This is an optimization exercise on Yosys and OpenROAD, whose aim is small area and a short achievable clock period, not a production implementation.
Function was checked by simulation only, so behaviour that the tests miss may differ from the original.

Setup of zinc:
==> flow/design.v <==
module mul_pipe(clk, reset, X1, X2, X3, X4, Y1, Y2, Y3, Y4, ans);
	input clk, reset;
	input [31:0] X1, Y1, X2, Y2, X3, Y3, X4, Y4;
	output [31:0] ans;
	wire f32 = |X1[31:16];
	wire        s0_1, s0_2, s0_3, s0_4;
	wire [7:0]  e0_1, e0_2, e0_3, e0_4;
	wire [23:0] a0_1, a0_2, a0_3, a0_4, b0_1, b0_2, b0_3, b0_4;
	unpack u1(f32, X1, Y1, s0_1, e0_1, a0_1, b0_1);
	unpack u2(f32, X2, Y2, s0_2, e0_2, a0_2, b0_2);
	unpack u3(f32, X3, Y3, s0_3, e0_3, a0_3, b0_3);
	unpack u4(f32, X4, Y4, s0_4, e0_4, a0_4, b0_4);
	reg        s1_1, s1_2, s1_3, s1_4;
	reg [7:0]  e1_1, e1_2, e1_3, e1_4;
	reg [23:0] a1_1, a1_2, a1_3, a1_4, b1_1, b1_2, b1_3, b1_4;
	always @(posedge clk) begin
		s1_1 <= s0_1; s1_2 <= s0_2; s1_3 <= s0_3; s1_4 <= s0_4;
		e1_1 <= e0_1; e1_2 <= e0_2; e1_3 <= e0_3; e1_4 <= e0_4;
		a1_1 <= a0_1; a1_2 <= a0_2; a1_3 <= a0_3; a1_4 <= a0_4;
		b1_1 <= b0_1; b1_2 <= b0_2; b1_3 <= b0_3; b1_4 <= b0_4;
	end
	wire [47:0] p1 = a1_1 * b1_1;
	wire [47:0] p2 = a1_2 * b1_2;
	wire [47:0] p3 = a1_3 * b1_3;
	wire [47:0] p4 = a1_4 * b1_4;
	wire       gt12, gt34, gtp;
	wire [5:0] sh12, sh34, shp;
	wire [7:0] m12, m34, mp;
	expcmp c12(e1_1, e1_2, gt12, sh12, m12);
	expcmp c34(e1_3, e1_4, gt34, sh34, m34);
	expcmp cp(m12, m34, gtp, shp, mp);
	reg [47:0] p2_1, p2_2, p2_3, p2_4;
	reg        s2_1, s2_2, s2_3, s2_4;
	reg        gt2_12, gt2_34, gt2_p;
	reg [5:0]  sh2_12, sh2_34, sh2_p;
	reg [7:0]  e2;
	always @(posedge clk) begin
		p2_1 <= p1; p2_2 <= p2; p2_3 <= p3; p2_4 <= p4;
		s2_1 <= s1_1; s2_2 <= s1_2; s2_3 <= s1_3; s2_4 <= s1_4;
		gt2_12 <= gt12; gt2_34 <= gt34; gt2_p <= gtp;
		sh2_12 <= sh12; sh2_34 <= sh34; sh2_p <= shp;
		e2 <= mp;
	end
	wire [49:0] q12, q34;
	pairsum ps12(gt2_12, sh2_12, s2_1, s2_2, p2_1, p2_2, q12);
	pairsum ps34(gt2_34, sh2_34, s2_3, s2_4, p2_3, p2_4, q34);
	reg [49:0] q3_12, q3_34;
	reg        gt3;
	reg [5:0]  sh3;
	reg [7:0]  e3;
	always @(posedge clk) begin
		q3_12 <= q12; q3_34 <= q34;
		gt3 <= gt2_p; sh3 <= sh2_p; e3 <= e2;
	end
	wire signed [49:0] big   = gt3 ? q3_12 : q3_34;
	wire signed [49:0] sml = gt3 ? q3_34 : q3_12;
	wire signed [49:0] sml_sh = sml >>> sh3;
	wire [50:0] tot = {big[49], big} + {sml_sh[49], sml_sh};
	wire        sgn = tot[50];
	wire [49:0] mag = sgn ? -tot[49:0] : tot[49:0];
	reg        sgn4;
	reg [7:0]  e4;
	reg [49:0] mag4;
	always @(posedge clk or posedge reset) begin
		if (reset) begin
			sgn4 <= 1'b0; e4 <= 8'd0; mag4 <= 50'd0;
		end else begin
			sgn4 <= sgn; e4 <= e3; mag4 <= mag;
		end
	end
	normpack np(sgn4, e4, mag4, ans);
endmodule
module unpack(f32, X, Y, s, e, a, b);
	input f32;
	input [31:0] X, Y;
	output s;
	output [7:0] e;
	output [23:0] a, b;
	assign s = f32 ? X[31] ^ Y[31] : X[15] ^ Y[15];
	assign e = f32 ? X[30:23] + Y[30:23] - 8'd127 : {3'b0, X[14:10]} + {3'b0, Y[14:10]} - 8'd15;
	assign a = f32 ? {1'b1, X[22:0]} : {13'b0, 1'b1, X[9:0]};
	assign b = f32 ? {1'b1, Y[22:0]} : {13'b0, 1'b1, Y[9:0]};
endmodule
module expcmp(x, y, gt, sh, m);
	input [7:0] x, y;
	output gt;
	output [5:0] sh;
	output [7:0] m;
	wire [8:0] dxy = {1'b0, x} - {1'b0, y};
	wire [7:0] dyx = y - x;
	assign gt = ~dxy[8] & (|dxy[7:0]);
	wire [7:0] d = gt ? dxy[7:0] : dyx;
	assign sh = (|d[7:6]) ? 6'd63 : d[5:0];
	assign m = gt ? x : y;
endmodule
module pairsum(gt, sh, sa, sb, pa, pb, q);
	input gt;
	input [5:0] sh;
	input sa, sb;
	input [47:0] pa, pb;
	output [49:0] q;
	wire [47:0] big   = gt ? pa : pb;
	wire [47:0] sml = gt ? pb : pa;
	wire sbig   = gt ? sa : sb;
	wire ssmall = gt ? sb : sa;
	wire [47:0] sml_sh = sml >> sh;
	wire [49:0] x = {2'b0, big} ^ {50{sbig}};
	wire [49:0] y = {2'b0, sml_sh} ^ {50{ssmall}};
	assign q = x + y + {48'd0, sbig & ssmall, sbig ^ ssmall};
endmodule
module normpack(sgn, e, mag, ans);
	input sgn;
	input [7:0] e;
	input [49:0] mag;
	output [31:0] ans;
	reg [5:0] lzc;
	integer i;
	always @(*) begin
		lzc = 6'd50;
		for (i = 0; i < 50; i = i + 1)
			if (mag[i]) lzc = 6'd49 - i;
	end
	wire [49:0] norm = mag << lzc;
	wire [48:0] bl = norm[48:0];	 
	wire zero = ~|mag;
	wire flag = |mag[49:24];
	wire [7:0] eo = zero ? e + 8'd30 : flag ? e + 8'd3 - {2'b0, lzc} : e + 8'd29 - {2'b0, lzc};
	wire f2 = flag & (|bl[48:26]);
	wire [22:0] m23 = bl[48:26] + (bl[25] & (bl[24] | (|bl[23:2]) | bl[26]));
	wire [20:0] w = flag ? bl[22:2] : bl[48:28];
	wire [9:0] m10 = w[20:11] + (w[10] & (w[9] | (|w[8:0]) | w[11]));
	assign ans = f2 ? {sgn, eo, m23} : {16'b0, sgn, eo[4:0], m10};
endmodule
Settings: LEC_CHECK=0, CAP_MARGIN=20, CORE_MARGIN=2, CORE_UTILIZATION=40, PLACE_DENSITY=0.6, SLEW_MARGIN=20; clock period 11.0 ns.
run.sh (not shown) runs the stock make flow with config.mk's settings and CLKGATE_MAP_FILE= SYNTH_SCRIPT=/design/flow/synth_recipe.tcl, a recipe that flattens the netlist after the stock synthesis.
Here is what was changed in the inputs of pepper compared with zinc.
- an added SETUP_SLACK_MARGIN of 4.5
Results
The lower area occupied by multi-input gates came out of zinc. The via count reported for pepper is higher than the one for zinc. Final routed wirelength across all metal layers delta for pepper relative to zinc: about 13% higher. Share of the cycle needed by the critical path after routing (pepper over zinc): decrease, 17 points. Non-clock buffer count was higher in the run labelled pepper. The run showing the greater first-pass GRT wire length is pepper. From pepper to zinc, number of flip-flops and latches in the synthesized netlist did not move at all. Core util | pepper vs zinc | pepper higher. The run with more setup slack is pepper; zinc has less. Register-to-register slack (lower): zinc. Reported for zinc and pepper, final setup violation count turned out identical to the last digit.
Relative to pepper, the following input files were edited for violet:
- SETUP_SLACK_MARGIN changed from 4.5 to 3
==> results.txt <==
violet | stages: all done | timing, DRC, antenna: all pass. violet gives less global-route usage than pepper did. Looking at wire length of the first global-routing pass across pepper and violet, the one that comes out higher is pepper. On final instance area, pepper loses to violet. Changes observed in violet relative to pepper: portion of the clock cycle consumed by the worst path in the final layout moved up, worst setup slack moved down, number of buffers other than clock buffers in the final layout moved down, number of inserted diodes moved up, later-pin clock latency in the skew report moved down. For the routed wire length, violet came in about 9% lower than pepper did. Summary of violet over pepper: detailed-placement wirelength estimate increased 2.2%. mag4[19]$_DFF_PP0_ as the origin of the worst setup path was reported by violet, and a1_3[17]$_SDFF_PP0_ by pepper.

re-timing with driven ports:
In the flow no input, the clock included, has a driving cell. The finished layouts below were timed again as built, in two steps.
Step 1 assumes that a clkbuf_16 drives the clock port and a buf_2 every other input.
Step 2 adds t to the input delays and takes it off the output delays; t is the mean of the earliest and latest rising clock arrival at the registers after step 1. Input paths then give back, and output paths get back, about the clock's delay inside the block.
a / b / c = ideal ports / drivers / drivers and shift; a / b = the first two.
run	shift t [ns]	setup slack, ns	clock arrival spread, ns	slew at the worst register clock pin (ns)
zinc	0.827	1.541 / 1.423 / 2.010	0.054 / 0.054	0.07 / 0.07
pepper	0.816	3.433 / 3.397 / 3.433	0.083 / 0.083	0.08 / 0.08
violet	0.828	3.071 / 2.951 / 3.319	0.053 / 0.052	0.08 / 0.08
After both steps every run listed still meets setup and hold.
